This design comes from an exercise in tuning for small area and a short achievable clock period on the open sky130 flow, not from production work.
Function was not checked in any run shown here: the RTL went through the layout flow alone.

==> flow/design.v, too long to show whole: its modules and the start of the top module <==
// module lowp5: 925 lines
// module bq_fa: 4 lines
// module bq_ha: 4 lines
// module bq_m_x: 3 lines
// module bq_m_a: 3 lines
// module bq_m_c: 453 lines
// module bq_m_s: 3 lines
// module bq_e_x: 3 lines
// module bq_e_a: 3 lines
// module bq_e_c: 345 lines
// module bq_e_s: 3 lines
// module bq_r_x: 3 lines
// module bq_r_a: 3 lines
// module bq_r_c: 214 lines
// module bq_r_s: 3 lines
module lowp5(signal_in, signal_out, time_constant, clock_in, reset, enable);
  // ...
==> flow/flow/run.sh <==
#!/bin/bash
set -euo pipefail
MARGIN=$(cat flow/margin.txt 2>/dev/null || echo 5)
bash standard.sh \
  "BUFFER_PORTS_ARGS=-buffer_cell sky130_fd_sc_hd__buf_2" \
  "SETUP_SLACK_MARGIN=$MARGIN" \
  finish > flow_make.log 2>&1
==> flow/flow/margin.txt <==
7
==> flow/standard.sh <==
#!/bin/bash
# synth_recipe.tcl (not shown) runs the flow's synth.tcl, then flattens the netlist and writes it again
# the make line also repeats each setting of config.mk as NAME=value (left out here)
make -C /OpenROAD-flow-scripts/flow DESIGN_CONFIG=/design/flow/config.mk WORK_HOME=/design/flow/orfs CLKGATE_MAP_FILE= SYNTH_SCRIPT=/design/flow/synth_recipe.tcl "${@:-finish}"
==> flow/config.mk <==
export PLATFORM = sky130hd
export DESIGN_NAME = lowp5
export DESIGN_NICKNAME = lowp5
export VERILOG_FILES = /design/flow/design.v
export SDC_FILE = /design/flow/constraint.sdc
export NUM_CORES = 4
export LEC_CHECK = 0
export CAP_MARGIN = 20
export CORE_MARGIN = 2
export CORE_UTILIZATION = 60
export CTS_BUF_LIST = sky130_fd_sc_hd__clkbuf_4 sky130_fd_sc_hd__clkbuf_8
export SLEW_MARGIN = 20
export SYNTH_HIERARCHICAL = 1
==> flow/constraint.sdc <==
create_clock -name core_clock -period 15.0 [get_ports {clock_in}]
set_input_delay 3.0000 -clock core_clock [delete_from_list [all_inputs] [get_ports {clock_in}]]
set_output_delay 3.0000 -clock core_clock [all_outputs]
set_load 0.01 [all_outputs]
==> results.py, run 1 <==
metrics = {
    "critical_path": {
        "path_class": "reg -> reg",
        "crit_start": "y1[2]",
        "path_buf_inv": 2,
        "critical_path_cell_count": 27,
        "r2r_slack_ns": 7.16,
        "crit_end": "y1[14]",
        "crit_family": "adder cells",
    },
    "final_layout": {
        "final_cell_mix": "fa_1, nand2_1, xor2_1, edfxtp_1, buf_4",
        "seq_share": 0.171,
        "largest_register": "r",
        "num-nonclk-buffers": 158,
        "finalNetCount": 2002,
        "drive_above_1_share": 0.219,
    },
    "place": {
        "dp_hpwl_mm": 34.5,
        "dpl_worst_slack_ns": 5.74,
        "place_area_um2": 18300,
    },
    "sta": {
        "worst_hold_slack_ns": 0.562,
        "period_needed_ns": 7.84,
        "drv_slew": 0,
        "period_share": 0.522,
        "setup_ws_ns": 7.16,
    },
    "floorplanning": {
        "start_util": 0.610,
        "taps": 390,
    },
    "routing": {
        "totalWireLength_mm": 45.6,
        "drtIter0Drc": 742,
        "drc": 0,
        "wl_met3_mm": 2.28,
    },
    "clock_network": {
        "clockRootBuffer": "clkbuf_8",
        "tritoncts": "built",
    },
    "grt": {
        "top_usage_layer": "met2",
    },
    "worst_hold_path": {
        "worstHoldStart": "x1[0]",
    },
    "outcome": {
        "status": "finished clean",
    },
}
==> module bq_m_c, before the edit <==
module bq_m_c(input [115:0] i, output [27:0] c);
wire w1 = i[59] & ~i[0];
wire w2 = ~i[1] | w1;
wire w3 = i[59] & i[58];
wire w4 = i[61] & ~i[2];
wire w5 = ~i[3] | w4;
wire w6 = i[61] & i[60];
wire w7 = i[63] & ~i[4];
wire w8 = ~i[5] | w7;
wire w9 = i[63] & i[62];
wire w10 = i[62] & w5;
wire w11 = ~i[4] | w10;
wire w12 = i[62] & w6;
wire w13 = w9 & w5;
wire w14 = w8 | w13;
wire w15 = w9 & w6;
wire w16 = i[60] & w2;
wire w17 = ~i[2] | w16;
wire w18 = w6 & w2;
wire w19 = w5 | w18;
wire w20 = w12 & w2;
wire w21 = w11 | w20;
wire w22 = w15 & w2;
wire w23 = w14 | w22;
wire w24 = i[65] & ~i[6];
wire w25 = ~i[7] | w24;
wire w26 = i[65] & i[64];
wire w27 = i[67] & ~i[8];
wire w28 = ~i[9] | w27;
wire w29 = i[67] & i[66];
wire w30 = i[66] & w25;
wire w31 = ~i[8] | w30;
wire w32 = i[66] & w26;
wire w33 = w29 & w25;
wire w34 = w28 | w33;
wire w35 = w29 & w26;
wire w36 = i[69] & ~i[10];
wire w37 = ~i[11] | w36;
wire w38 = i[69] & i[68];
wire w39 = i[70] & w37;
wire w40 = ~i[12] | w39;
wire w41 = i[70] & w38;
wire w42 = i[68] & w34;
wire w43 = ~i[10] | w42;
wire w44 = i[68] & w35;
wire w45 = w38 & w34;
wire w46 = w37 | w45;
wire w47 = w38 & w35;
wire w48 = w41 & w34;
wire w49 = w40 | w48;
wire w50 = w41 & w35;
wire w51 = i[64] & w23;
wire w52 = ~i[6] | w51;
wire w53 = w26 & w23;
wire w54 = w25 | w53;
wire w55 = w32 & w23;
wire w56 = w31 | w55;
wire w57 = w35 & w23;
wire w58 = w34 | w57;
wire w59 = w44 & w23;
wire w60 = w43 | w59;
wire w61 = w47 & w23;
wire w62 = w46 | w61;
wire w63 = w50 & w23;
wire w64 = w49 | w63;
wire w65 = i[72] & ~i[13];
wire w66 = ~i[14] | w65;
wire w67 = i[72] & i[71];
wire w68 = i[74] & ~i[15];
wire w69 = ~i[16] | w68;
wire w70 = i[74] & i[73];
wire w71 = i[73] & w66;
wire w72 = ~i[15] | w71;
wire w73 = i[73] & w67;
wire w74 = w70 & w66;
wire w75 = w69 | w74;
wire w76 = w70 & w67;
wire w77 = i[76] & ~i[17];
wire w78 = ~i[18] | w77;
wire w79 = i[76] & i[75];
wire w80 = i[78] & ~i[19];
wire w81 = ~i[20] | w80;
wire w82 = i[78] & i[77];
wire w83 = i[77] & w78;
wire w84 = ~i[19] | w83;
wire w85 = i[77] & w79;
wire w86 = w82 & w78;
wire w87 = w81 | w86;
wire w88 = w82 & w79;
wire w89 = i[75] & w75;
wire w90 = ~i[17] | w89;
wire w91 = i[75] & w76;
wire w92 = w79 & w75;
wire w93 = w78 | w92;
wire w94 = w79 & w76;
wire w95 = w85 & w75;
wire w96 = w84 | w95;
wire w97 = w85 & w76;
wire w98 = w88 & w75;
wire w99 = w87 | w98;
wire w100 = w88 & w76;
wire w101 = i[80] & ~i[21];
wire w102 = ~i[22] | w101;
wire w103 = i[80] & i[79];
wire w104 = i[82] & ~i[23];
wire w105 = ~i[24] | w104;
wire w106 = i[82] & i[81];
wire w107 = i[81] & w102;
wire w108 = ~i[23] | w107;
wire w109 = i[81] & w103;
wire w110 = w106 & w102;
wire w111 = w105 | w110;
wire w112 = w106 & w103;
wire w113 = i[84] & ~i[25];
wire w114 = ~i[26] | w113;
wire w115 = i[84] & i[83];
wire w116 = i[85] & w114;
wire w117 = ~i[27] | w116;
wire w118 = i[85] & w115;
wire w119 = i[83] & w111;
wire w120 = ~i[25] | w119;
wire w121 = i[83] & w112;
wire w122 = w115 & w111;
wire w123 = w114 | w122;
wire w124 = w115 & w112;
wire w125 = w118 & w111;
wire w126 = w117 | w125;
wire w127 = w118 & w112;
wire w128 = i[79] & w99;
wire w129 = ~i[21] | w128;
wire w130 = i[79] & w100;
wire w131 = w103 & w99;
wire w132 = w102 | w131;
wire w133 = w103 & w100;
wire w134 = w109 & w99;
wire w135 = w108 | w134;
wire w136 = w109 & w100;
wire w137 = w112 & w99;
wire w138 = w111 | w137;
wire w139 = w112 & w100;
wire w140 = w121 & w99;
wire w141 = w120 | w140;
wire w142 = w121 & w100;
wire w143 = w124 & w99;
wire w144 = w123 | w143;
wire w145 = w124 & w100;
wire w146 = w127 & w99;
wire w147 = w126 | w146;
wire w148 = w127 & w100;
wire w149 = i[71] & w64;
wire w150 = ~i[13] | w149;
wire w151 = w67 & w64;
wire w152 = w66 | w151;
wire w153 = w73 & w64;
wire w154 = w72 | w153;
wire w155 = w76 & w64;
wire w156 = w75 | w155;
wire w157 = w91 & w64;
wire w158 = w90 | w157;
wire w159 = w94 & w64;
wire w160 = w93 | w159;
wire w161 = w97 & w64;
wire w162 = w96 | w161;
wire w163 = w100 & w64;
wire w164 = w99 | w163;
wire w165 = w130 & w64;
wire w166 = w129 | w165;
wire w167 = w133 & w64;
wire w168 = w132 | w167;
wire w169 = w136 & w64;
wire w170 = w135 | w169;
wire w171 = w139 & w64;
wire w172 = w138 | w171;
wire w173 = w142 & w64;
wire w174 = w141 | w173;
wire w175 = w145 & w64;
wire w176 = w144 | w175;
wire w177 = w148 & w64;
wire w178 = w147 | w177;
wire w179 = i[87] & ~i[28];
wire w180 = ~i[29] | w179;
wire w181 = i[87] & i[86];
wire w182 = i[89] & ~i[30];
wire w183 = ~i[31] | w182;
wire w184 = i[89] & i[88];
wire w185 = i[88] & w180;
wire w186 = ~i[30] | w185;
wire w187 = i[88] & w181;
wire w188 = w184 & w180;
wire w189 = w183 | w188;
wire w190 = w184 & w181;
wire w191 = i[91] & ~i[32];
wire w192 = ~i[33] | w191;
wire w193 = i[91] & i[90];
wire w194 = i[93] & ~i[34];
wire w195 = ~i[35] | w194;
wire w196 = i[93] & i[92];
wire w197 = i[92] & w192;
wire w198 = ~i[34] | w197;
wire w199 = i[92] & w193;
wire w200 = w196 & w192;
wire w201 = w195 | w200;
wire w202 = w196 & w193;
wire w203 = i[90] & w189;
wire w204 = ~i[32] | w203;
wire w205 = i[90] & w190;
wire w206 = w193 & w189;
wire w207 = w192 | w206;
wire w208 = w193 & w190;
wire w209 = w199 & w189;
wire w210 = w198 | w209;
wire w211 = w199 & w190;
wire w212 = w202 & w189;
wire w213 = w201 | w212;
wire w214 = w202 & w190;
wire w215 = i[95] & ~i[36];
wire w216 = ~i[37] | w215;
wire w217 = i[95] & i[94];
wire w218 = i[97] & ~i[38];
wire w219 = ~i[39] | w218;
wire w220 = i[97] & i[96];
wire w221 = i[96] & w216;
wire w222 = ~i[38] | w221;
wire w223 = i[96] & w217;
wire w224 = w220 & w216;
wire w225 = w219 | w224;
wire w226 = w220 & w217;
wire w227 = i[99] & ~i[40];
wire w228 = ~i[41] | w227;
wire w229 = i[99] & i[98];
wire w230 = i[100] & w228;
wire w231 = ~i[42] | w230;
wire w232 = i[100] & w229;
wire w233 = i[98] & w225;
wire w234 = ~i[40] | w233;
wire w235 = i[98] & w226;
wire w236 = w229 & w225;
wire w237 = w228 | w236;
wire w238 = w229 & w226;
wire w239 = w232 & w225;
wire w240 = w231 | w239;
wire w241 = w232 & w226;
wire w242 = i[94] & w213;
wire w243 = ~i[36] | w242;
wire w244 = i[94] & w214;
wire w245 = w217 & w213;
wire w246 = w216 | w245;
wire w247 = w217 & w214;
wire w248 = w223 & w213;
wire w249 = w222 | w248;
wire w250 = w223 & w214;
wire w251 = w226 & w213;
wire w252 = w225 | w251;
wire w253 = w226 & w214;
wire w254 = w235 & w213;
wire w255 = w234 | w254;
wire w256 = w235 & w214;
wire w257 = w238 & w213;
wire w258 = w237 | w257;
wire w259 = w238 & w214;
wire w260 = w241 & w213;
wire w261 = w240 | w260;
wire w262 = w241 & w214;
wire w263 = i[102] & ~i[43];
wire w264 = ~i[44] | w263;
wire w265 = i[102] & i[101];
wire w266 = i[104] & ~i[45];
wire w267 = ~i[46] | w266;
wire w268 = i[104] & i[103];
wire w269 = i[103] & w264;
wire w270 = ~i[45] | w269;
wire w271 = i[103] & w265;
wire w272 = w268 & w264;
wire w273 = w267 | w272;
wire w274 = w268 & w265;
wire w275 = i[106] & ~i[47];
wire w276 = ~i[48] | w275;
wire w277 = i[106] & i[105];
wire w278 = i[108] & ~i[49];
wire w279 = ~i[50] | w278;
wire w280 = i[108] & i[107];
wire w281 = i[107] & w276;
wire w282 = ~i[49] | w281;
wire w283 = i[107] & w277;
wire w284 = w280 & w276;
wire w285 = w279 | w284;
wire w286 = w280 & w277;
wire w287 = i[105] & w273;
wire w288 = ~i[47] | w287;
wire w289 = i[105] & w274;
wire w290 = w277 & w273;
wire w291 = w276 | w290;
wire w292 = w277 & w274;
wire w293 = w283 & w273;
wire w294 = w282 | w293;
wire w295 = w283 & w274;
wire w296 = w286 & w273;
wire w297 = w285 | w296;
wire w298 = w286 & w274;
wire w299 = i[110] & ~i[51];
wire w300 = ~i[52] | w299;
wire w301 = i[110] & i[109];
wire w302 = i[112] & ~i[53];
wire w303 = ~i[54] | w302;
wire w304 = i[112] & i[111];
wire w305 = i[111] & w300;
wire w306 = ~i[53] | w305;
wire w307 = i[111] & w301;
wire w308 = w304 & w300;
wire w309 = w303 | w308;
wire w310 = w304 & w301;
wire w311 = i[114] & ~i[55];
wire w312 = ~i[56] | w311;
wire w313 = i[114] & i[113];
wire w314 = i[115] & w312;
wire w315 = i[115] & w313;
wire w316 = i[113] & w309;
wire w317 = ~i[55] | w316;
wire w318 = i[113] & w310;
wire w319 = w313 & w309;
wire w320 = w312 | w319;
wire w321 = w313 & w310;
wire w322 = w315 & w309;
wire w323 = w314 | w322;
wire w324 = w315 & w310;
wire w325 = i[109] & w297;
wire w326 = ~i[51] | w325;
wire w327 = i[109] & w298;
wire w328 = w301 & w297;
wire w329 = w300 | w328;
wire w330 = w301 & w298;
wire w331 = w307 & w297;
wire w332 = w306 | w331;
wire w333 = w307 & w298;
wire w334 = w310 & w297;
wire w335 = w309 | w334;
wire w336 = w310 & w298;
wire w337 = w318 & w297;
wire w338 = w317 | w337;
wire w339 = w318 & w298;
wire w340 = w321 & w297;
wire w341 = w320 | w340;
wire w342 = w321 & w298;
wire w343 = w324 & w297;
wire w344 = w323 | w343;
wire w345 = w324 & w298;
wire w346 = i[101] & w261;
wire w347 = ~i[43] | w346;
wire w348 = i[101] & w262;
wire w349 = w265 & w261;
wire w350 = w264 | w349;
wire w351 = w265 & w262;
wire w352 = w271 & w261;
wire w353 = w270 | w352;
wire w354 = w271 & w262;
wire w355 = w274 & w261;
wire w356 = w273 | w355;
wire w357 = w274 & w262;
wire w358 = w289 & w261;
wire w359 = w288 | w358;
wire w360 = w289 & w262;
wire w361 = w292 & w261;
wire w362 = w291 | w361;
wire w363 = w292 & w262;
wire w364 = w295 & w261;
wire w365 = w294 | w364;
wire w366 = w295 & w262;
wire w367 = w298 & w261;
wire w368 = w297 | w367;
wire w369 = w298 & w262;
wire w370 = w327 & w261;
wire w371 = w326 | w370;
wire w372 = w327 & w262;
wire w373 = w330 & w261;
wire w374 = w329 | w373;
wire w375 = w330 & w262;
wire w376 = w333 & w261;
wire w377 = w332 | w376;
wire w378 = w333 & w262;
wire w379 = w336 & w261;
wire w380 = w335 | w379;
wire w381 = w336 & w262;
wire w382 = w339 & w261;
wire w383 = w338 | w382;
wire w384 = w339 & w262;
wire w385 = w342 & w261;
wire w386 = w341 | w385;
wire w387 = w342 & w262;
wire w388 = w345 & w261;
wire w389 = w344 | w388;
wire w390 = w345 & w262;
wire w391 = i[86] & w178;
wire w392 = ~i[28] | w391;
wire w393 = w181 & w178;
wire w394 = w180 | w393;
wire w395 = w187 & w178;
wire w396 = w186 | w395;
wire w397 = w190 & w178;
wire w398 = w189 | w397;
wire w399 = w205 & w178;
wire w400 = w204 | w399;
wire w401 = w208 & w178;
wire w402 = w207 | w401;
wire w403 = w211 & w178;
wire w404 = w210 | w403;
wire w405 = w214 & w178;
wire w406 = w213 | w405;
wire w407 = w244 & w178;
wire w408 = w243 | w407;
wire w409 = w247 & w178;
wire w410 = w246 | w409;
wire w411 = w250 & w178;
wire w412 = w249 | w411;
wire w413 = w253 & w178;
wire w414 = w252 | w413;
wire w415 = w256 & w178;
wire w416 = w255 | w415;
wire w417 = w259 & w178;
wire w418 = w258 | w417;
wire w419 = w262 & w178;
wire w420 = w261 | w419;
wire w421 = w348 & w178;
wire w422 = w347 | w421;
wire w423 = w351 & w178;
wire w424 = w350 | w423;
wire w425 = w354 & w178;
wire w426 = w353 | w425;
wire w427 = w357 & w178;
wire w428 = w356 | w427;
wire w429 = w360 & w178;
wire w430 = w359 | w429;
wire w431 = w363 & w178;
wire w432 = w362 | w431;
wire w433 = w366 & w178;
wire w434 = w365 | w433;
wire w435 = w369 & w178;
wire w436 = w368 | w435;
wire w437 = w372 & w178;
wire w438 = w371 | w437;
wire w439 = w375 & w178;
wire w440 = w374 | w439;
wire w441 = w378 & w178;
wire w442 = w377 | w441;
wire w443 = w381 & w178;
wire w444 = w380 | w443;
wire w445 = w384 & w178;
wire w446 = w383 | w445;
wire w447 = w387 & w178;
wire w448 = w386 | w447;
wire w449 = w390 & w178;
wire w450 = w389 | w449;
assign c = {w448, w442, w440, w438, w436, w434, w432, w430, w428, w426, w424, w422, w420, w418, w416, w414, w412, w410, w408, w406, w404, w402, w400, w398, w396, w394, w392, w178};
endmodule
==> inputs of run 2 (changes only) <==
--- a/flow/design.v
+++ b/flow/design.v
@@ -938,457 +938,814 @@
 assign y = ~(a & b);
 endmodule
 module bq_m_c(input [115:0] i, output [27:0] c);
-wire w1 = i[59] & ~i[0];
-wire w2 = ~i[1] | w1;
-wire w3 = i[59] & i[58];
-wire w4 = i[61] & ~i[2];
-wire w5 = ~i[3] | w4;
-wire w6 = i[61] & i[60];
-wire w7 = i[63] & ~i[4];
-wire w8 = ~i[5] | w7;
-wire w9 = i[63] & i[62];
-wire w10 = i[62] & w5;
-wire w11 = ~i[4] | w10;
-wire w12 = i[62] & w6;
-wire w13 = w9 & w5;
-wire w14 = w8 | w13;
-wire w15 = w9 & w6;
-wire w16 = i[60] & w2;
-wire w17 = ~i[2] | w16;
-wire w18 = w6 & w2;
-wire w19 = w5 | w18;
-wire w20 = w12 & w2;
-wire w21 = w11 | w20;
-wire w22 = w15 & w2;
-wire w23 = w14 | w22;
-wire w24 = i[65] & ~i[6];
-wire w25 = ~i[7] | w24;
-wire w26 = i[65] & i[64];
-wire w27 = i[67] & ~i[8];
-wire w28 = ~i[9] | w27;
-wire w29 = i[67] & i[66];
-wire w30 = i[66] & w25;
-wire w31 = ~i[8] | w30;
-wire w32 = i[66] & w26;
-wire w33 = w29 & w25;
-wire w34 = w28 | w33;
-wire w35 = w29 & w26;
-wire w36 = i[69] & ~i[10];
-wire w37 = ~i[11] | w36;
-wire w38 = i[69] & i[68];
-wire w39 = i[70] & w37;
-wire w40 = ~i[12] | w39;
-wire w41 = i[70] & w38;
-wire w42 = i[68] & w34;
-wire w43 = ~i[10] | w42;
-wire w44 = i[68] & w35;
-wire w45 = w38 & w34;
-wire w46 = w37 | w45;
-wire w47 = w38 & w35;
-wire w48 = w41 & w34;
-wire w49 = w40 | w48;
-wire w50 = w41 & w35;
-wire w51 = i[64] & w23;
-wire w52 = ~i[6] | w51;
-wire w53 = w26 & w23;
-wire w54 = w25 | w53;
-wire w55 = w32 & w23;
-wire w56 = w31 | w55;
-wire w57 = w35 & w23;
-wire w58 = w34 | w57;
-wire w59 = w44 & w23;
-wire w60 = w43 | w59;
-wire w61 = w47 & w23;
-wire w62 = w46 | w61;
-wire w63 = w50 & w23;
-wire w64 = w49 | w63;
-wire w65 = i[72] & ~i[13];
-wire w66 = ~i[14] | w65;
-wire w67 = i[72] & i[71];
-wire w68 = i[74] & ~i[15];
-wire w69 = ~i[16] | w68;
-wire w70 = i[74] & i[73];
-wire w71 = i[73] & w66;
-wire w72 = ~i[15] | w71;
-wire w73 = i[73] & w67;
-wire w74 = w70 & w66;
-wire w75 = w69 | w74;
-wire w76 = w70 & w67;
-wire w77 = i[76] & ~i[17];
-wire w78 = ~i[18] | w77;
-wire w79 = i[76] & i[75];
-wire w80 = i[78] & ~i[19];
-wire w81 = ~i[20] | w80;
-wire w82 = i[78] & i[77];
-wire w83 = i[77] & w78;
-wire w84 = ~i[19] | w83;
-wire w85 = i[77] & w79;
-wire w86 = w82 & w78;
-wire w87 = w81 | w86;
-wire w88 = w82 & w79;
-wire w89 = i[75] & w75;
-wire w90 = ~i[17] | w89;
-wire w91 = i[75] & w76;
-wire w92 = w79 & w75;
-wire w93 = w78 | w92;
-wire w94 = w79 & w76;
-wire w95 = w85 & w75;
-wire w96 = w84 | w95;
-wire w97 = w85 & w76;
-wire w98 = w88 & w75;
-wire w99 = w87 | w98;
-wire w100 = w88 & w76;
-wire w101 = i[80] & ~i[21];
-wire w102 = ~i[22] | w101;
-wire w103 = i[80] & i[79];
-wire w104 = i[82] & ~i[23];
-wire w105 = ~i[24] | w104;
-wire w106 = i[82] & i[81];
-wire w107 = i[81] & w102;
-wire w108 = ~i[23] | w107;
-wire w109 = i[81] & w103;
-wire w110 = w106 & w102;
-wire w111 = w105 | w110;
-wire w112 = w106 & w103;
-wire w113 = i[84] & ~i[25];
-wire w114 = ~i[26] | w113;
-wire w115 = i[84] & i[83];
-wire w116 = i[85] & w114;
-wire w117 = ~i[27] | w116;
-wire w118 = i[85] & w115;
-wire w119 = i[83] & w111;
-wire w120 = ~i[25] | w119;
-wire w121 = i[83] & w112;
-wire w122 = w115 & w111;
-wire w123 = w114 | w122;
-wire w124 = w115 & w112;
-wire w125 = w118 & w111;
-wire w126 = w117 | w125;
-wire w127 = w118 & w112;
-wire w128 = i[79] & w99;
-wire w129 = ~i[21] | w128;
-wire w130 = i[79] & w100;
-wire w131 = w103 & w99;
-wire w132 = w102 | w131;
-wire w133 = w103 & w100;
-wire w134 = w109 & w99;
-wire w135 = w108 | w134;
-wire w136 = w109 & w100;
-wire w137 = w112 & w99;
-wire w138 = w111 | w137;
-wire w139 = w112 & w100;
-wire w140 = w121 & w99;
-wire w141 = w120 | w140;
-wire w142 = w121 & w100;
-wire w143 = w124 & w99;
-wire w144 = w123 | w143;
-wire w145 = w124 & w100;
-wire w146 = w127 & w99;
-wire w147 = w126 | w146;
-wire w148 = w127 & w100;
-wire w149 = i[71] & w64;
-wire w150 = ~i[13] | w149;
-wire w151 = w67 & w64;
-wire w152 = w66 | w151;
-wire w153 = w73 & w64;
-wire w154 = w72 | w153;
-wire w155 = w76 & w64;
-wire w156 = w75 | w155;
-wire w157 = w91 & w64;
-wire w158 = w90 | w157;
-wire w159 = w94 & w64;
-wire w160 = w93 | w159;
-wire w161 = w97 & w64;
-wire w162 = w96 | w161;
-wire w163 = w100 & w64;
-wire w164 = w99 | w163;
-wire w165 = w130 & w64;
-wire w166 = w129 | w165;
-wire w167 = w133 & w64;
-wire w168 = w132 | w167;
-wire w169 = w136 & w64;
-wire w170 = w135 | w169;
-wire w171 = w139 & w64;
-wire w172 = w138 | w171;
-wire w173 = w142 & w64;
-wire w174 = w141 | w173;
-wire w175 = w145 & w64;
-wire w176 = w144 | w175;
-wire w177 = w148 & w64;
-wire w178 = w147 | w177;
-wire w179 = i[87] & ~i[28];
-wire w180 = ~i[29] | w179;
-wire w181 = i[87] & i[86];
-wire w182 = i[89] & ~i[30];
-wire w183 = ~i[31] | w182;
-wire w184 = i[89] & i[88];
-wire w185 = i[88] & w180;
-wire w186 = ~i[30] | w185;
-wire w187 = i[88] & w181;
-wire w188 = w184 & w180;
-wire w189 = w183 | w188;
-wire w190 = w184 & w181;
-wire w191 = i[91] & ~i[32];
-wire w192 = ~i[33] | w191;
-wire w193 = i[91] & i[90];
-wire w194 = i[93] & ~i[34];
-wire w195 = ~i[35] | w194;
-wire w196 = i[93] & i[92];
-wire w197 = i[92] & w192;
-wire w198 = ~i[34] | w197;
-wire w199 = i[92] & w193;
-wire w200 = w196 & w192;
-wire w201 = w195 | w200;
-wire w202 = w196 & w193;
-wire w203 = i[90] & w189;
-wire w204 = ~i[32] | w203;
-wire w205 = i[90] & w190;
-wire w206 = w193 & w189;
-wire w207 = w192 | w206;
-wire w208 = w193 & w190;
-wire w209 = w199 & w189;
-wire w210 = w198 | w209;
-wire w211 = w199 & w190;
-wire w212 = w202 & w189;
-wire w213 = w201 | w212;
-wire w214 = w202 & w190;
-wire w215 = i[95] & ~i[36];
-wire w216 = ~i[37] | w215;
-wire w217 = i[95] & i[94];
-wire w218 = i[97] & ~i[38];
-wire w219 = ~i[39] | w218;
-wire w220 = i[97] & i[96];
-wire w221 = i[96] & w216;
-wire w222 = ~i[38] | w221;
-wire w223 = i[96] & w217;
-wire w224 = w220 & w216;
-wire w225 = w219 | w224;
-wire w226 = w220 & w217;
-wire w227 = i[99] & ~i[40];
-wire w228 = ~i[41] | w227;
-wire w229 = i[99] & i[98];
-wire w230 = i[100] & w228;
-wire w231 = ~i[42] | w230;
-wire w232 = i[100] & w229;
-wire w233 = i[98] & w225;
-wire w234 = ~i[40] | w233;
-wire w235 = i[98] & w226;
-wire w236 = w229 & w225;
-wire w237 = w228 | w236;
-wire w238 = w229 & w226;
-wire w239 = w232 & w225;
-wire w240 = w231 | w239;
-wire w241 = w232 & w226;
-wire w242 = i[94] & w213;
-wire w243 = ~i[36] | w242;
-wire w244 = i[94] & w214;
-wire w245 = w217 & w213;
-wire w246 = w216 | w245;
-wire w247 = w217 & w214;
-wire w248 = w223 & w213;
-wire w249 = w222 | w248;
-wire w250 = w223 & w214;
-wire w251 = w226 & w213;
-wire w252 = w225 | w251;
-wire w253 = w226 & w214;
-wire w254 = w235 & w213;
-wire w255 = w234 | w254;
-wire w256 = w235 & w214;
-wire w257 = w238 & w213;
-wire w258 = w237 | w257;
-wire w259 = w238 & w214;
-wire w260 = w241 & w213;
-wire w261 = w240 | w260;
-wire w262 = w241 & w214;
-wire w263 = i[102] & ~i[43];
-wire w264 = ~i[44] | w263;
-wire w265 = i[102] & i[101];
-wire w266 = i[104] & ~i[45];
-wire w267 = ~i[46] | w266;
-wire w268 = i[104] & i[103];
-wire w269 = i[103] & w264;
-wire w270 = ~i[45] | w269;
-wire w271 = i[103] & w265;
-wire w272 = w268 & w264;
-wire w273 = w267 | w272;
-wire w274 = w268 & w265;
-wire w275 = i[106] & ~i[47];
-wire w276 = ~i[48] | w275;
-wire w277 = i[106] & i[105];
-wire w278 = i[108] & ~i[49];
-wire w279 = ~i[50] | w278;
-wire w280 = i[108] & i[107];
-wire w281 = i[107] & w276;
-wire w282 = ~i[49] | w281;
-wire w283 = i[107] & w277;
-wire w284 = w280 & w276;
-wire w285 = w279 | w284;
-wire w286 = w280 & w277;
-wire w287 = i[105] & w273;
-wire w288 = ~i[47] | w287;
-wire w289 = i[105] & w274;
-wire w290 = w277 & w273;
-wire w291 = w276 | w290;
-wire w292 = w277 & w274;
-wire w293 = w283 & w273;
-wire w294 = w282 | w293;
-wire w295 = w283 & w274;
-wire w296 = w286 & w273;
-wire w297 = w285 | w296;
-wire w298 = w286 & w274;
-wire w299 = i[110] & ~i[51];
-wire w300 = ~i[52] | w299;
-wire w301 = i[110] & i[109];
-wire w302 = i[112] & ~i[53];
-wire w303 = ~i[54] | w302;
-wire w304 = i[112] & i[111];
-wire w305 = i[111] & w300;
-wire w306 = ~i[53] | w305;
-wire w307 = i[111] & w301;
-wire w308 = w304 & w300;
-wire w309 = w303 | w308;
-wire w310 = w304 & w301;
-wire w311 = i[114] & ~i[55];
-wire w312 = ~i[56] | w311;
-wire w313 = i[114] & i[113];
-wire w314 = i[115] & w312;
-wire w315 = i[115] & w313;
-wire w316 = i[113] & w309;
-wire w317 = ~i[55] | w316;
-wire w318 = i[113] & w310;
-wire w319 = w313 & w309;
-wire w320 = w312 | w319;
-wire w321 = w313 & w310;
-wire w322 = w315 & w309;
-wire w323 = w314 | w322;
-wire w324 = w315 & w310;
-wire w325 = i[109] & w297;
-wire w326 = ~i[51] | w325;
-wire w327 = i[109] & w298;
-wire w328 = w301 & w297;
-wire w329 = w300 | w328;
-wire w330 = w301 & w298;
-wire w331 = w307 & w297;
-wire w332 = w306 | w331;
-wire w333 = w307 & w298;
-wire w334 = w310 & w297;
-wire w335 = w309 | w334;
-wire w336 = w310 & w298;
-wire w337 = w318 & w297;
-wire w338 = w317 | w337;
-wire w339 = w318 & w298;
-wire w340 = w321 & w297;
-wire w341 = w320 | w340;
-wire w342 = w321 & w298;
-wire w343 = w324 & w297;
-wire w344 = w323 | w343;
-wire w345 = w324 & w298;
-wire w346 = i[101] & w261;
-wire w347 = ~i[43] | w346;
-wire w348 = i[101] & w262;
-wire w349 = w265 & w261;
-wire w350 = w264 | w349;
-wire w351 = w265 & w262;
-wire w352 = w271 & w261;
-wire w353 = w270 | w352;
-wire w354 = w271 & w262;
-wire w355 = w274 & w261;
-wire w356 = w273 | w355;
-wire w357 = w274 & w262;
-wire w358 = w289 & w261;
-wire w359 = w288 | w358;
-wire w360 = w289 & w262;
-wire w361 = w292 & w261;
-wire w362 = w291 | w361;
-wire w363 = w292 & w262;
-wire w364 = w295 & w261;
-wire w365 = w294 | w364;
-wire w366 = w295 & w262;
-wire w367 = w298 & w261;
-wire w368 = w297 | w367;
-wire w369 = w298 & w262;
-wire w370 = w327 & w261;
-wire w371 = w326 | w370;
-wire w372 = w327 & w262;
-wire w373 = w330 & w261;
-wire w374 = w329 | w373;
-wire w375 = w330 & w262;
-wire w376 = w333 & w261;
-wire w377 = w332 | w376;
-wire w378 = w333 & w262;
-wire w379 = w336 & w261;
-wire w380 = w335 | w379;
-wire w381 = w336 & w262;
-wire w382 = w339 & w261;
-wire w383 = w338 | w382;
-wire w384 = w339 & w262;
-wire w385 = w342 & w261;
-wire w386 = w341 | w385;
-wire w387 = w342 & w262;
-wire w388 = w345 & w261;
-wire w389 = w344 | w388;
-wire w390 = w345 & w262;
-wire w391 = i[86] & w178;
-wire w392 = ~i[28] | w391;
-wire w393 = w181 & w178;
-wire w394 = w180 | w393;
-wire w395 = w187 & w178;
-wire w396 = w186 | w395;
-wire w397 = w190 & w178;
-wire w398 = w189 | w397;
-wire w399 = w205 & w178;
-wire w400 = w204 | w399;
-wire w401 = w208 & w178;
-wire w402 = w207 | w401;
-wire w403 = w211 & w178;
-wire w404 = w210 | w403;
-wire w405 = w214 & w178;
-wire w406 = w213 | w405;
-wire w407 = w244 & w178;
-wire w408 = w243 | w407;
-wire w409 = w247 & w178;
-wire w410 = w246 | w409;
-wire w411 = w250 & w178;
-wire w412 = w249 | w411;
-wire w413 = w253 & w178;
-wire w414 = w252 | w413;
-wire w415 = w256 & w178;
-wire w416 = w255 | w415;
-wire w417 = w259 & w178;
-wire w418 = w258 | w417;
-wire w419 = w262 & w178;
-wire w420 = w261 | w419;
-wire w421 = w348 & w178;
-wire w422 = w347 | w421;
-wire w423 = w351 & w178;
-wire w424 = w350 | w423;
-wire w425 = w354 & w178;
-wire w426 = w353 | w425;
-wire w427 = w357 & w178;
-wire w428 = w356 | w427;
-wire w429 = w360 & w178;
-wire w430 = w359 | w429;
-wire w431 = w363 & w178;
-wire w432 = w362 | w431;
-wire w433 = w366 & w178;
-wire w434 = w365 | w433;
-wire w435 = w369 & w178;
-wire w436 = w368 | w435;
-wire w437 = w372 & w178;
-wire w438 = w371 | w437;
-wire w439 = w375 & w178;
-wire w440 = w374 | w439;
-wire w441 = w378 & w178;
-wire w442 = w377 | w441;
-wire w443 = w381 & w178;
-wire w444 = w380 | w443;
-wire w445 = w384 & w178;
-wire w446 = w383 | w445;
-wire w447 = w387 & w178;
-wire w448 = w386 | w447;
-wire w449 = w390 & w178;
-wire w450 = w389 | w449;
-assign c = {w448, w442, w440, w438, w436, w434, w432, w430, w428, w426, w424, w422, w420, w418, w416, w414, w412, w410, w408, w406, w404, w402, w400, w398, w396, w394, w392, w178};
+wire w1 = i[58] & i[57];
+wire w2 = i[59] & ~i[0];
+wire w3 = ~i[1] | w2;
+wire w4 = i[59] & i[58];
+wire w5 = i[60] & ~i[1];
+wire w6 = ~i[2] | w5;
+wire w7 = i[60] & i[59];
+wire w8 = i[61] & ~i[2];
+wire w9 = ~i[3] | w8;
+wire w10 = i[61] & i[60];
+wire w11 = i[62] & ~i[3];
+wire w12 = ~i[4] | w11;
+wire w13 = i[62] & i[61];
+wire w14 = i[63] & ~i[4];
+wire w15 = ~i[5] | w14;
+wire w16 = i[63] & i[62];
+wire w17 = i[64] & ~i[5];
+wire w18 = ~i[6] | w17;
+wire w19 = i[64] & i[63];
+wire w20 = i[65] & ~i[6];
+wire w21 = ~i[7] | w20;
+wire w22 = i[65] & i[64];
+wire w23 = i[66] & ~i[7];
+wire w24 = ~i[8] | w23;
+wire w25 = i[66] & i[65];
+wire w26 = i[67] & ~i[8];
+wire w27 = ~i[9] | w26;
+wire w28 = i[67] & i[66];
+wire w29 = i[68] & ~i[9];
+wire w30 = ~i[10] | w29;
+wire w31 = i[68] & i[67];
+wire w32 = i[69] & ~i[10];
+wire w33 = ~i[11] | w32;
+wire w34 = i[69] & i[68];
+wire w35 = i[70] & ~i[11];
+wire w36 = ~i[12] | w35;
+wire w37 = i[70] & i[69];
+wire w38 = i[71] & ~i[12];
+wire w39 = ~i[13] | w38;
+wire w40 = i[71] & i[70];
+wire w41 = i[72] & ~i[13];
+wire w42 = ~i[14] | w41;
+wire w43 = i[72] & i[71];
+wire w44 = i[73] & ~i[14];
+wire w45 = ~i[15] | w44;
+wire w46 = i[73] & i[72];
+wire w47 = i[74] & ~i[15];
+wire w48 = ~i[16] | w47;
+wire w49 = i[74] & i[73];
+wire w50 = i[75] & ~i[16];
+wire w51 = ~i[17] | w50;
+wire w52 = i[75] & i[74];
+wire w53 = i[76] & ~i[17];
+wire w54 = ~i[18] | w53;
+wire w55 = i[76] & i[75];
+wire w56 = i[77] & ~i[18];
+wire w57 = ~i[19] | w56;
+wire w58 = i[77] & i[76];
+wire w59 = i[78] & ~i[19];
+wire w60 = ~i[20] | w59;
+wire w61 = i[78] & i[77];
+wire w62 = i[79] & ~i[20];
+wire w63 = ~i[21] | w62;
+wire w64 = i[79] & i[78];
+wire w65 = i[80] & ~i[21];
+wire w66 = ~i[22] | w65;
+wire w67 = i[80] & i[79];
+wire w68 = i[81] & ~i[22];
+wire w69 = ~i[23] | w68;
+wire w70 = i[81] & i[80];
+wire w71 = i[82] & ~i[23];
+wire w72 = ~i[24] | w71;
+wire w73 = i[82] & i[81];
+wire w74 = i[83] & ~i[24];
+wire w75 = ~i[25] | w74;
+wire w76 = i[83] & i[82];
+wire w77 = i[84] & ~i[25];
+wire w78 = ~i[26] | w77;
+wire w79 = i[84] & i[83];
+wire w80 = i[85] & ~i[26];
+wire w81 = ~i[27] | w80;
+wire w82 = i[85] & i[84];
+wire w83 = i[86] & ~i[27];
+wire w84 = ~i[28] | w83;
+wire w85 = i[86] & i[85];
+wire w86 = i[87] & ~i[28];
+wire w87 = ~i[29] | w86;
+wire w88 = i[87] & i[86];
+wire w89 = i[88] & ~i[29];
+wire w90 = ~i[30] | w89;
+wire w91 = i[88] & i[87];
+wire w92 = i[89] & ~i[30];
+wire w93 = ~i[31] | w92;
+wire w94 = i[89] & i[88];
+wire w95 = i[90] & ~i[31];
+wire w96 = ~i[32] | w95;
+wire w97 = i[90] & i[89];
+wire w98 = i[91] & ~i[32];
+wire w99 = ~i[33] | w98;
+wire w100 = i[91] & i[90];
+wire w101 = i[92] & ~i[33];
+wire w102 = ~i[34] | w101;
+wire w103 = i[92] & i[91];
+wire w104 = i[93] & ~i[34];
+wire w105 = ~i[35] | w104;
+wire w106 = i[93] & i[92];
+wire w107 = i[94] & ~i[35];
+wire w108 = ~i[36] | w107;
+wire w109 = i[94] & i[93];
+wire w110 = i[95] & ~i[36];
+wire w111 = ~i[37] | w110;
+wire w112 = i[95] & i[94];
+wire w113 = i[96] & ~i[37];
+wire w114 = ~i[38] | w113;
+wire w115 = i[96] & i[95];
+wire w116 = i[97] & ~i[38];
+wire w117 = ~i[39] | w116;
+wire w118 = i[97] & i[96];
+wire w119 = i[98] & ~i[39];
+wire w120 = ~i[40] | w119;
+wire w121 = i[98] & i[97];
+wire w122 = i[99] & ~i[40];
+wire w123 = ~i[41] | w122;
+wire w124 = i[99] & i[98];
+wire w125 = i[100] & ~i[41];
+wire w126 = ~i[42] | w125;
+wire w127 = i[100] & i[99];
+wire w128 = i[101] & ~i[42];
+wire w129 = ~i[43] | w128;
+wire w130 = i[101] & i[100];
+wire w131 = i[102] & ~i[43];
+wire w132 = ~i[44] | w131;
+wire w133 = i[102] & i[101];
+wire w134 = i[103] & ~i[44];
+wire w135 = ~i[45] | w134;
+wire w136 = i[103] & i[102];
+wire w137 = i[104] & ~i[45];
+wire w138 = ~i[46] | w137;
+wire w139 = i[104] & i[103];
+wire w140 = i[105] & ~i[46];
+wire w141 = ~i[47] | w140;
+wire w142 = i[105] & i[104];
+wire w143 = i[106] & ~i[47];
+wire w144 = ~i[48] | w143;
+wire w145 = i[106] & i[105];
+wire w146 = i[107] & ~i[48];
+wire w147 = ~i[49] | w146;
+wire w148 = i[107] & i[106];
+wire w149 = i[108] & ~i[49];
+wire w150 = ~i[50] | w149;
+wire w151 = i[108] & i[107];
+wire w152 = i[109] & ~i[50];
+wire w153 = ~i[51] | w152;
+wire w154 = i[109] & i[108];
+wire w155 = i[110] & ~i[51];
+wire w156 = ~i[52] | w155;
+wire w157 = i[110] & i[109];
+wire w158 = i[111] & ~i[52];
+wire w159 = ~i[53] | w158;
+wire w160 = i[111] & i[110];
+wire w161 = i[112] & ~i[53];
+wire w162 = ~i[54] | w161;
+wire w163 = i[112] & i[111];
+wire w164 = i[113] & ~i[54];
+wire w165 = ~i[55] | w164;
+wire w166 = i[113] & i[112];
+wire w167 = i[114] & ~i[55];
+wire w168 = ~i[56] | w167;
+wire w169 = i[114] & i[113];
+wire w170 = i[115] & ~i[56];
+wire w171 = i[115] & i[114];
+wire w172 = w7 & ~i[0];
+wire w173 = w6 | w172;
+wire w174 = w7 & w1;
+wire w175 = w10 & w3;
+wire w176 = w9 | w175;
+wire w177 = w10 & w4;
+wire w178 = w13 & w6;
+wire w179 = w12 | w178;
+wire w180 = w13 & w7;
+wire w181 = w16 & w9;
+wire w182 = w15 | w181;
+wire w183 = w16 & w10;
+wire w184 = w19 & w12;
+wire w185 = w18 | w184;
+wire w186 = w19 & w13;
+wire w187 = w22 & w15;
+wire w188 = w21 | w187;
+wire w189 = w22 & w16;
+wire w190 = w25 & w18;
+wire w191 = w24 | w190;
+wire w192 = w25 & w19;
+wire w193 = w28 & w21;
+wire w194 = w27 | w193;
+wire w195 = w28 & w22;
+wire w196 = w31 & w24;
+wire w197 = w30 | w196;
+wire w198 = w31 & w25;
+wire w199 = w34 & w27;
+wire w200 = w33 | w199;
+wire w201 = w34 & w28;
+wire w202 = w37 & w30;
+wire w203 = w36 | w202;
+wire w204 = w37 & w31;
+wire w205 = w40 & w33;
+wire w206 = w39 | w205;
+wire w207 = w40 & w34;
+wire w208 = w43 & w36;
+wire w209 = w42 | w208;
+wire w210 = w43 & w37;
+wire w211 = w46 & w39;
+wire w212 = w45 | w211;
+wire w213 = w46 & w40;
+wire w214 = w49 & w42;
+wire w215 = w48 | w214;
+wire w216 = w49 & w43;
+wire w217 = w52 & w45;
+wire w218 = w51 | w217;
+wire w219 = w52 & w46;
+wire w220 = w55 & w48;
+wire w221 = w54 | w220;
+wire w222 = w55 & w49;
+wire w223 = w58 & w51;
+wire w224 = w57 | w223;
+wire w225 = w58 & w52;
+wire w226 = w61 & w54;
+wire w227 = w60 | w226;
+wire w228 = w61 & w55;
+wire w229 = w64 & w57;
+wire w230 = w63 | w229;
+wire w231 = w64 & w58;
+wire w232 = w67 & w60;
+wire w233 = w66 | w232;
+wire w234 = w67 & w61;
+wire w235 = w70 & w63;
+wire w236 = w69 | w235;
+wire w237 = w70 & w64;
+wire w238 = w73 & w66;
+wire w239 = w72 | w238;
+wire w240 = w73 & w67;
+wire w241 = w76 & w69;
+wire w242 = w75 | w241;
+wire w243 = w76 & w70;
+wire w244 = w79 & w72;
+wire w245 = w78 | w244;
+wire w246 = w79 & w73;
+wire w247 = w82 & w75;
+wire w248 = w81 | w247;
+wire w249 = w82 & w76;
+wire w250 = w85 & w78;
+wire w251 = w84 | w250;
+wire w252 = w85 & w79;
+wire w253 = w88 & w81;
+wire w254 = w87 | w253;
+wire w255 = w88 & w82;
+wire w256 = w91 & w84;
+wire w257 = w90 | w256;
+wire w258 = w91 & w85;
+wire w259 = w94 & w87;
+wire w260 = w93 | w259;
+wire w261 = w94 & w88;
+wire w262 = w97 & w90;
+wire w263 = w96 | w262;
+wire w264 = w97 & w91;
+wire w265 = w100 & w93;
+wire w266 = w99 | w265;
+wire w267 = w100 & w94;
+wire w268 = w103 & w96;
+wire w269 = w102 | w268;
+wire w270 = w103 & w97;
+wire w271 = w106 & w99;
+wire w272 = w105 | w271;
+wire w273 = w106 & w100;
+wire w274 = w109 & w102;
+wire w275 = w108 | w274;
+wire w276 = w109 & w103;
+wire w277 = w112 & w105;
+wire w278 = w111 | w277;
+wire w279 = w112 & w106;
+wire w280 = w115 & w108;
+wire w281 = w114 | w280;
+wire w282 = w115 & w109;
+wire w283 = w118 & w111;
+wire w284 = w117 | w283;
+wire w285 = w118 & w112;
+wire w286 = w121 & w114;
+wire w287 = w120 | w286;
+wire w288 = w121 & w115;
+wire w289 = w124 & w117;
+wire w290 = w123 | w289;
+wire w291 = w124 & w118;
+wire w292 = w127 & w120;
+wire w293 = w126 | w292;
+wire w294 = w127 & w121;
+wire w295 = w130 & w123;
+wire w296 = w129 | w295;
+wire w297 = w130 & w124;
+wire w298 = w133 & w126;
+wire w299 = w132 | w298;
+wire w300 = w133 & w127;
+wire w301 = w136 & w129;
+wire w302 = w135 | w301;
+wire w303 = w136 & w130;
+wire w304 = w139 & w132;
+wire w305 = w138 | w304;
+wire w306 = w139 & w133;
+wire w307 = w142 & w135;
+wire w308 = w141 | w307;
+wire w309 = w142 & w136;
+wire w310 = w145 & w138;
+wire w311 = w144 | w310;
+wire w312 = w145 & w139;
+wire w313 = w148 & w141;
+wire w314 = w147 | w313;
+wire w315 = w148 & w142;
+wire w316 = w151 & w144;
+wire w317 = w150 | w316;
+wire w318 = w151 & w145;
+wire w319 = w154 & w147;
+wire w320 = w153 | w319;
+wire w321 = w154 & w148;
+wire w322 = w157 & w150;
+wire w323 = w156 | w322;
+wire w324 = w157 & w151;
+wire w325 = w160 & w153;
+wire w326 = w159 | w325;
+wire w327 = w160 & w154;
+wire w328 = w163 & w156;
+wire w329 = w162 | w328;
+wire w330 = w163 & w157;
+wire w331 = w166 & w159;
+wire w332 = w165 | w331;
+wire w333 = w166 & w160;
+wire w334 = w169 & w162;
+wire w335 = w168 | w334;
+wire w336 = w169 & w163;
+wire w337 = w171 & w165;
+wire w338 = w170 | w337;
+wire w339 = w171 & w166;
+wire w340 = w180 & ~i[0];
+wire w341 = w179 | w340;
+wire w342 = w183 & w3;
+wire w343 = w182 | w342;
+wire w344 = w186 & w173;
+wire w345 = w185 | w344;
+wire w346 = w186 & w174;
+wire w347 = w189 & w176;
+wire w348 = w188 | w347;
+wire w349 = w189 & w177;
+wire w350 = w192 & w179;
+wire w351 = w191 | w350;
+wire w352 = w192 & w180;
+wire w353 = w195 & w182;
+wire w354 = w194 | w353;
+wire w355 = w195 & w183;
+wire w356 = w198 & w185;
+wire w357 = w197 | w356;
+wire w358 = w198 & w186;
+wire w359 = w201 & w188;
+wire w360 = w200 | w359;
+wire w361 = w201 & w189;
+wire w362 = w204 & w191;
+wire w363 = w203 | w362;
+wire w364 = w204 & w192;
+wire w365 = w207 & w194;
+wire w366 = w206 | w365;
+wire w367 = w207 & w195;
+wire w368 = w210 & w197;
+wire w369 = w209 | w368;
+wire w370 = w210 & w198;
+wire w371 = w213 & w200;
+wire w372 = w212 | w371;
+wire w373 = w213 & w201;
+wire w374 = w216 & w203;
+wire w375 = w215 | w374;
+wire w376 = w216 & w204;
+wire w377 = w219 & w206;
+wire w378 = w218 | w377;
+wire w379 = w219 & w207;
+wire w380 = w222 & w209;
+wire w381 = w221 | w380;
+wire w382 = w222 & w210;
+wire w383 = w225 & w212;
+wire w384 = w224 | w383;
+wire w385 = w225 & w213;
+wire w386 = w228 & w215;
+wire w387 = w227 | w386;
+wire w388 = w228 & w216;
+wire w389 = w231 & w218;
+wire w390 = w230 | w389;
+wire w391 = w231 & w219;
+wire w392 = w234 & w221;
+wire w393 = w233 | w392;
+wire w394 = w234 & w222;
+wire w395 = w237 & w224;
+wire w396 = w236 | w395;
+wire w397 = w237 & w225;
+wire w398 = w240 & w227;
+wire w399 = w239 | w398;
+wire w400 = w240 & w228;
+wire w401 = w243 & w230;
+wire w402 = w242 | w401;
+wire w403 = w243 & w231;
+wire w404 = w246 & w233;
+wire w405 = w245 | w404;
+wire w406 = w246 & w234;
+wire w407 = w249 & w236;
+wire w408 = w248 | w407;
+wire w409 = w249 & w237;
+wire w410 = w252 & w239;
+wire w411 = w251 | w410;
+wire w412 = w252 & w240;
+wire w413 = w255 & w242;
+wire w414 = w254 | w413;
+wire w415 = w255 & w243;
+wire w416 = w258 & w245;
+wire w417 = w257 | w416;
+wire w418 = w258 & w246;
+wire w419 = w261 & w248;
+wire w420 = w260 | w419;
+wire w421 = w261 & w249;
+wire w422 = w264 & w251;
+wire w423 = w263 | w422;
+wire w424 = w264 & w252;
+wire w425 = w267 & w254;
+wire w426 = w266 | w425;
+wire w427 = w267 & w255;
+wire w428 = w270 & w257;
+wire w429 = w269 | w428;
+wire w430 = w270 & w258;
+wire w431 = w273 & w260;
+wire w432 = w272 | w431;
+wire w433 = w273 & w261;
+wire w434 = w276 & w263;
+wire w435 = w275 | w434;
+wire w436 = w276 & w264;
+wire w437 = w279 & w266;
+wire w438 = w278 | w437;
+wire w439 = w279 & w267;
+wire w440 = w282 & w269;
+wire w441 = w281 | w440;
+wire w442 = w282 & w270;
+wire w443 = w285 & w272;
+wire w444 = w284 | w443;
+wire w445 = w285 & w273;
+wire w446 = w288 & w275;
+wire w447 = w287 | w446;
+wire w448 = w288 & w276;
+wire w449 = w291 & w278;
+wire w450 = w290 | w449;
+wire w451 = w291 & w279;
+wire w452 = w294 & w281;
+wire w453 = w293 | w452;
+wire w454 = w294 & w282;
+wire w455 = w297 & w284;
+wire w456 = w296 | w455;
+wire w457 = w297 & w285;
+wire w458 = w300 & w287;
+wire w459 = w299 | w458;
+wire w460 = w300 & w288;
+wire w461 = w303 & w290;
+wire w462 = w302 | w461;
+wire w463 = w303 & w291;
+wire w464 = w306 & w293;
+wire w465 = w305 | w464;
+wire w466 = w306 & w294;
+wire w467 = w309 & w296;
+wire w468 = w308 | w467;
+wire w469 = w309 & w297;
+wire w470 = w312 & w299;
+wire w471 = w311 | w470;
+wire w472 = w312 & w300;
+wire w473 = w315 & w302;
+wire w474 = w314 | w473;
+wire w475 = w315 & w303;
+wire w476 = w318 & w305;
+wire w477 = w317 | w476;
+wire w478 = w318 & w306;
+wire w479 = w321 & w308;
+wire w480 = w320 | w479;
+wire w481 = w321 & w309;
+wire w482 = w324 & w311;
+wire w483 = w323 | w482;
+wire w484 = w324 & w312;
+wire w485 = w327 & w314;
+wire w486 = w326 | w485;
+wire w487 = w327 & w315;
+wire w488 = w330 & w317;
+wire w489 = w329 | w488;
+wire w490 = w330 & w318;
+wire w491 = w333 & w320;
+wire w492 = w332 | w491;
+wire w493 = w333 & w321;
+wire w494 = w336 & w323;
+wire w495 = w335 | w494;
+wire w496 = w336 & w324;
+wire w497 = w339 & w326;
+wire w498 = w338 | w497;
+wire w499 = w339 & w327;
+wire w500 = w352 & ~i[0];
+wire w501 = w351 | w500;
+wire w502 = w355 & w3;
+wire w503 = w354 | w502;
+wire w504 = w358 & w173;
+wire w505 = w357 | w504;
+wire w506 = w361 & w176;
+wire w507 = w360 | w506;
+wire w508 = w364 & w341;
+wire w509 = w363 | w508;
+wire w510 = w367 & w343;
+wire w511 = w366 | w510;
+wire w512 = w370 & w345;
+wire w513 = w369 | w512;
+wire w514 = w370 & w346;
+wire w515 = w373 & w348;
+wire w516 = w372 | w515;
+wire w517 = w373 & w349;
+wire w518 = w376 & w351;
+wire w519 = w375 | w518;
+wire w520 = w376 & w352;
+wire w521 = w379 & w354;
+wire w522 = w378 | w521;
+wire w523 = w379 & w355;
+wire w524 = w382 & w357;
+wire w525 = w381 | w524;
+wire w526 = w382 & w358;
+wire w527 = w385 & w360;
+wire w528 = w384 | w527;
+wire w529 = w385 & w361;
+wire w530 = w388 & w363;
+wire w531 = w387 | w530;
+wire w532 = w388 & w364;
+wire w533 = w391 & w366;
+wire w534 = w390 | w533;
+wire w535 = w391 & w367;
+wire w536 = w394 & w369;
+wire w537 = w393 | w536;
+wire w538 = w394 & w370;
+wire w539 = w397 & w372;
+wire w540 = w396 | w539;
+wire w541 = w397 & w373;
+wire w542 = w400 & w375;
+wire w543 = w399 | w542;
+wire w544 = w400 & w376;
+wire w545 = w403 & w378;
+wire w546 = w402 | w545;
+wire w547 = w403 & w379;
+wire w548 = w406 & w381;
+wire w549 = w405 | w548;
+wire w550 = w406 & w382;
+wire w551 = w409 & w384;
+wire w552 = w408 | w551;
+wire w553 = w409 & w385;
+wire w554 = w412 & w387;
+wire w555 = w411 | w554;
+wire w556 = w412 & w388;
+wire w557 = w415 & w390;
+wire w558 = w414 | w557;
+wire w559 = w415 & w391;
+wire w560 = w418 & w393;
+wire w561 = w417 | w560;
+wire w562 = w418 & w394;
+wire w563 = w421 & w396;
+wire w564 = w420 | w563;
+wire w565 = w421 & w397;
+wire w566 = w424 & w399;
+wire w567 = w423 | w566;
+wire w568 = w424 & w400;
+wire w569 = w427 & w402;
+wire w570 = w426 | w569;
+wire w571 = w427 & w403;
+wire w572 = w430 & w405;
+wire w573 = w429 | w572;
+wire w574 = w430 & w406;
+wire w575 = w433 & w408;
+wire w576 = w432 | w575;
+wire w577 = w433 & w409;
+wire w578 = w436 & w411;
+wire w579 = w435 | w578;
+wire w580 = w436 & w412;
+wire w581 = w439 & w414;
+wire w582 = w438 | w581;
+wire w583 = w439 & w415;
+wire w584 = w442 & w417;
+wire w585 = w441 | w584;
+wire w586 = w442 & w418;
+wire w587 = w445 & w420;
+wire w588 = w444 | w587;
+wire w589 = w445 & w421;
+wire w590 = w448 & w423;
+wire w591 = w447 | w590;
+wire w592 = w448 & w424;
+wire w593 = w451 & w426;
+wire w594 = w450 | w593;
+wire w595 = w451 & w427;
+wire w596 = w454 & w429;
+wire w597 = w453 | w596;
+wire w598 = w454 & w430;
+wire w599 = w457 & w432;
+wire w600 = w456 | w599;
+wire w601 = w457 & w433;
+wire w602 = w460 & w435;
+wire w603 = w459 | w602;
+wire w604 = w460 & w436;
+wire w605 = w463 & w438;
+wire w606 = w462 | w605;
+wire w607 = w463 & w439;
+wire w608 = w466 & w441;
+wire w609 = w465 | w608;
+wire w610 = w466 & w442;
+wire w611 = w469 & w444;
+wire w612 = w468 | w611;
+wire w613 = w469 & w445;
+wire w614 = w472 & w447;
+wire w615 = w471 | w614;
+wire w616 = w472 & w448;
+wire w617 = w475 & w450;
+wire w618 = w474 | w617;
+wire w619 = w475 & w451;
+wire w620 = w478 & w453;
+wire w621 = w477 | w620;
+wire w622 = w478 & w454;
+wire w623 = w481 & w456;
+wire w624 = w480 | w623;
+wire w625 = w481 & w457;
+wire w626 = w484 & w459;
+wire w627 = w483 | w626;
+wire w628 = w484 & w460;
+wire w629 = w487 & w462;
+wire w630 = w486 | w629;
+wire w631 = w487 & w463;
+wire w632 = w490 & w465;
+wire w633 = w489 | w632;
+wire w634 = w490 & w466;
+wire w635 = w493 & w468;
+wire w636 = w492 | w635;
+wire w637 = w493 & w469;
+wire w638 = w496 & w471;
+wire w639 = w495 | w638;
+wire w640 = w496 & w472;
+wire w641 = w499 & w474;
+wire w642 = w498 | w641;
+wire w643 = w499 & w475;
+wire w644 = w520 & ~i[0];
+wire w645 = w519 | w644;
+wire w646 = w523 & w3;
+wire w647 = w522 | w646;
+wire w648 = w526 & w173;
+wire w649 = w525 | w648;
+wire w650 = w529 & w176;
+wire w651 = w528 | w650;
+wire w652 = w532 & w341;
+wire w653 = w531 | w652;
+wire w654 = w535 & w343;
+wire w655 = w534 | w654;
+wire w656 = w538 & w345;
+wire w657 = w537 | w656;
+wire w658 = w541 & w348;
+wire w659 = w540 | w658;
+wire w660 = w544 & w501;
+wire w661 = w543 | w660;
+wire w662 = w547 & w503;
+wire w663 = w546 | w662;
+wire w664 = w550 & w505;
+wire w665 = w549 | w664;
+wire w666 = w553 & w507;
+wire w667 = w552 | w666;
+wire w668 = w556 & w509;
+wire w669 = w555 | w668;
+wire w670 = w559 & w511;
+wire w671 = w558 | w670;
+wire w672 = w562 & w513;
+wire w673 = w561 | w672;
+wire w674 = w562 & w514;
+wire w675 = w565 & w516;
+wire w676 = w564 | w675;
+wire w677 = w565 & w517;
+wire w678 = w568 & w519;
+wire w679 = w567 | w678;
+wire w680 = w568 & w520;
+wire w681 = w571 & w522;
+wire w682 = w570 | w681;
+wire w683 = w571 & w523;
+wire w684 = w574 & w525;
+wire w685 = w573 | w684;
+wire w686 = w574 & w526;
+wire w687 = w577 & w528;
+wire w688 = w576 | w687;
+wire w689 = w577 & w529;
+wire w690 = w580 & w531;
+wire w691 = w579 | w690;
+wire w692 = w580 & w532;
+wire w693 = w583 & w534;
+wire w694 = w582 | w693;
+wire w695 = w583 & w535;
+wire w696 = w586 & w537;
+wire w697 = w585 | w696;
+wire w698 = w586 & w538;
+wire w699 = w589 & w540;
+wire w700 = w588 | w699;
+wire w701 = w589 & w541;
+wire w702 = w592 & w543;
+wire w703 = w591 | w702;
+wire w704 = w592 & w544;
+wire w705 = w595 & w546;
+wire w706 = w594 | w705;
+wire w707 = w595 & w547;
+wire w708 = w598 & w549;
+wire w709 = w597 | w708;
+wire w710 = w598 & w550;
+wire w711 = w601 & w552;
+wire w712 = w600 | w711;
+wire w713 = w601 & w553;
+wire w714 = w604 & w555;
+wire w715 = w603 | w714;
+wire w716 = w604 & w556;
+wire w717 = w607 & w558;
+wire w718 = w606 | w717;
+wire w719 = w607 & w559;
+wire w720 = w610 & w561;
+wire w721 = w609 | w720;
+wire w722 = w610 & w562;
+wire w723 = w613 & w564;
+wire w724 = w612 | w723;
+wire w725 = w613 & w565;
+wire w726 = w616 & w567;
+wire w727 = w615 | w726;
+wire w728 = w616 & w568;
+wire w729 = w619 & w570;
+wire w730 = w618 | w729;
+wire w731 = w619 & w571;
+wire w732 = w622 & w573;
+wire w733 = w621 | w732;
+wire w734 = w622 & w574;
+wire w735 = w625 & w576;
+wire w736 = w624 | w735;
+wire w737 = w625 & w577;
+wire w738 = w628 & w579;
+wire w739 = w627 | w738;
+wire w740 = w628 & w580;
+wire w741 = w631 & w582;
+wire w742 = w630 | w741;
+wire w743 = w631 & w583;
+wire w744 = w634 & w585;
+wire w745 = w633 | w744;
+wire w746 = w634 & w586;
+wire w747 = w637 & w588;
+wire w748 = w636 | w747;
+wire w749 = w637 & w589;
+wire w750 = w640 & w591;
+wire w751 = w639 | w750;
+wire w752 = w640 & w592;
+wire w753 = w643 & w594;
+wire w754 = w642 | w753;
+wire w755 = w643 & w595;
+wire w756 = w680 & ~i[0];
+wire w757 = w679 | w756;
+wire w758 = w683 & w3;
+wire w759 = w682 | w758;
+wire w760 = w686 & w173;
+wire w761 = w685 | w760;
+wire w762 = w689 & w176;
+wire w763 = w688 | w762;
+wire w764 = w692 & w341;
+wire w765 = w691 | w764;
+wire w766 = w695 & w343;
+wire w767 = w694 | w766;
+wire w768 = w698 & w345;
+wire w769 = w697 | w768;
+wire w770 = w701 & w348;
+wire w771 = w700 | w770;
+wire w772 = w704 & w501;
+wire w773 = w703 | w772;
+wire w774 = w707 & w503;
+wire w775 = w706 | w774;
+wire w776 = w710 & w505;
+wire w777 = w709 | w776;
+wire w778 = w713 & w507;
+wire w779 = w712 | w778;
+wire w780 = w716 & w509;
+wire w781 = w715 | w780;
+wire w782 = w719 & w511;
+wire w783 = w718 | w782;
+wire w784 = w722 & w513;
+wire w785 = w721 | w784;
+wire w786 = w725 & w516;
+wire w787 = w724 | w786;
+wire w788 = w728 & w645;
+wire w789 = w727 | w788;
+wire w790 = w731 & w647;
+wire w791 = w730 | w790;
+wire w792 = w734 & w649;
+wire w793 = w733 | w792;
+wire w794 = w737 & w651;
+wire w795 = w736 | w794;
+wire w796 = w740 & w653;
+wire w797 = w739 | w796;
+wire w798 = w743 & w655;
+wire w799 = w742 | w798;
+wire w800 = w746 & w657;
+wire w801 = w745 | w800;
+wire w802 = w749 & w659;
+wire w803 = w748 | w802;
+wire w804 = w752 & w661;
+wire w805 = w751 | w804;
+wire w806 = w755 & w663;
+wire w807 = w754 | w806;
+assign c = {w805, w799, w797, w795, w793, w791, w789, w787, w785, w783, w781, w779, w777, w775, w773, w771, w769, w767, w765, w763, w761, w759, w757, w676, w673, w671, w669, w667};
 endmodule
 module bq_m_s(input [27:0] a, input [27:0] b, output [27:0] y);
 assign y = (a ^ b);
==> results.py, run 2 <==
metrics = {
    "floorplanning": {
        "boundaryPins": 64,
        "dieWidth_um": 181,
        "die-height_um": 181,
        "rows": 64,
        "start_util": 0.613,
        "core_um2": 30700,
        "die_area_um2": 32900,
    },
    "clock_network": {
        "path_clk_slew_ns": 0.08,
        "tritoncts": "built",
        "clk_path_buf_depth": 2,
        "cts_num_sinks": 114,
        "clockRootBuffer": "clkbuf_8",
        "clk_latency_ns": 0.52,
        "htree_levels": 4,
        "numCtsBuffers": 17,
    },
    "outcome": {
        "status": "finished clean",
    },
    "yosys": {
        "syn_area_per_cell_um2": 11.9,
        "syn_inst": 1579,
        "synthesis.area_um2": 18900,
        "synth_nets": 2052,
        "synth_warnings": 7,
    },
    "final_layout": {
        "layout_commonest_cell": "fa_1",
        "design_area_um2": 21200,
        "finalNetCount": 2159,
        "seq_area_um2": 3420,
        "largest_reg_flops": 30,
        "final_cell_mix": "fa_1, nand2_1, xor2_1, edfxtp_1, buf_4",
        "fillers": 2292,
        "syn_to_final_growth_pct": 12.3,
        "antenna_cells": 0,
        "utilization": 0.689,
        "largest_register": "r",
        "drive_above_1_share": 0.236,
        "multi_input_area_um2": 15200,
    },
    "grt": {
        "antenna_found_initial": 0,
        "grt_overflow": 0,
        "grt_pass1_vias": 13640,
        "grt_use_total": 0.344,
        "grt_max_degree": 60,
        "grt_pass1_wl_mm": 81.3,
    },
    "critical_path": {
        "critPathMaxFanout": 4,
        "required_ns": 15.26,
        "critical_path_cell_count": 22,
        "path_class": "reg -> reg",
        "reg2reg_depth": 22,
        "worstPathArrival_ns": 8.12,
        "cp_common_cell": "fa_1",
        "end_kind": "register",
        "max_stage_delay_ns": 0.58,
        "path_buf_inv": 1,
        "crit_chain": "buf_6, fa_1, fa_1, fa_1, fa_1, fa_1, fa_2, fa_1, fa_2, fa_2, xor2_2, nand4_1, nor4_4, nand4_1, nor3_2, o21ai_1, nand4_2, a31oi_4, o41a_1, o311ai_2, xor2_1, mux2_4",
        "cp-start-kind": "register",
        "crit_family": "adder cells",
        "cpMaxStageDelayCell": "fa_2",
    },
    "routing": {
        "detail-route-antenna-nets": 0,
        "dr_total_vias": 12693,
        "drc": 0,
        "firstDrtPassIters": 5,
        "drtIter0Drc": 955,
        "avgViaCountPerCell": 6.06,
        "totalWireLength_mm": 53.4,
        "wl_per_cell_um": 25.5,
    },
    "sta": {
        "fin_skew_ns": 0.0307,
        "worst_pin_slew_ns": 0.891,
        "fmax_mhz": 127,
        "slew-limit-headroom": 0.406,
        "period_needed_ns": 7.86,
        "rsz0062_at_grt": "yes",
        "period_share": 0.524,
        "setup_tns_ns": 0,
        "drv_slew": 0,
        "setup_viol": 0,
        "hold_viol_final": 0,
    },
    "flow_run": {
        "maxCapViolations": 0,
    },
    "place": {
        "place_area_um2": 19000,
        "port_buffers": 58,
        "dp_hpwl_mm": 40.5,
        "gp_congestion": 0.929,
    },
    "worst_hold_path": {
        "hp-class": "reg -> reg",
        "holdPathStages": 1,
    },
}
[run 2: path summary, 6_finish.rpt]
| check | from | end | slack [ns] |
|---|---|---|---|
| worst max-delay path | y2n[8] | y1[20] | 7.14 |
| worst min-delay path | x1[0] | r[0] | 0.58 |
| worst max register to register | y2n[8] | y1[20] | 7.14 |
| worst min register to register | x1[0] | r[0] | 0.58 |
[run 2: what timing repair did]
action	4_1_cts	5_1_grt
setup endpoints to repair	28	18
buffers inserted	39	72
pin swaps	10	53
hold buffers	0	0
resized for setup	57	96
[run 2: metal layers]
layer,up-vias,share of wire,wire length [µm],GRT usage
li1,5407,-,-,-
met1,6673,0.39,20900,0.456
met2,499,0.49,26300,0.568
met3,112,0.069,3660,0.0641
met4,2,0.046,2450,0.139
met5,-,0.0013,72,0
[run 2: area by class of cell]
class                   count  area share
inverters                 114      0.0202
flip-flops and latches    114       0.162
repair buffers            181      0.0602
clock buffers              18      0.0114
multi-input cells        1258       0.718
clock inverters            14     0.00543
well taps                 396      0.0234
[run 2: per-stage QoR]
step / setup slack [ns] / instances / hold WS (ns)
3_5_place_dp: 5.47 / 1952 / 0.542
4_1_cts: 6.97 / 2023 / 0.560
2_1_floorplan: 7.12 / 1579 / 0.525
3_3_place_gp: 5.49 / 1952 / 0.528
6_report: 7.14 / 2095 / 0.575
5_1_grt: 6.81 / 2095 / 0.598

afterwards: timing with drivers on the ports:
The flow's constraints put no driver on any port. The routed layouts listed below were extracted and timed again, unchanged, in two steps.
Step 1: set_driving_cell puts a clkbuf_16 on clock_in and a buf_2 on each other input, an assumption about the parent block.
Step 2 also shifts input and output timing later by t, the mid clock arrival at the registers, as if the neighbouring blocks saw the same clock.
a / b / c = ideal ports / drivers / drivers and shift; a / b = the first two.
run	shift t [ns]	setup WS [ns]	worst setup path after step 2	latest minus earliest clock arrival (ns)	worst data-port slew with drivers (ns)
run 1	0.532	7.164 / 7.164 / 7.164	register to register	0.009 / 0.009	0.03
run 2	0.559	7.140 / 7.140 / 7.001	input to register	0.031 / 0.031	0.03
After both steps setup and hold are still met in every run listed. The setup slack of run 2, which loses most, moves by 0.000 ns with the drivers and by -0.139 ns with both steps.
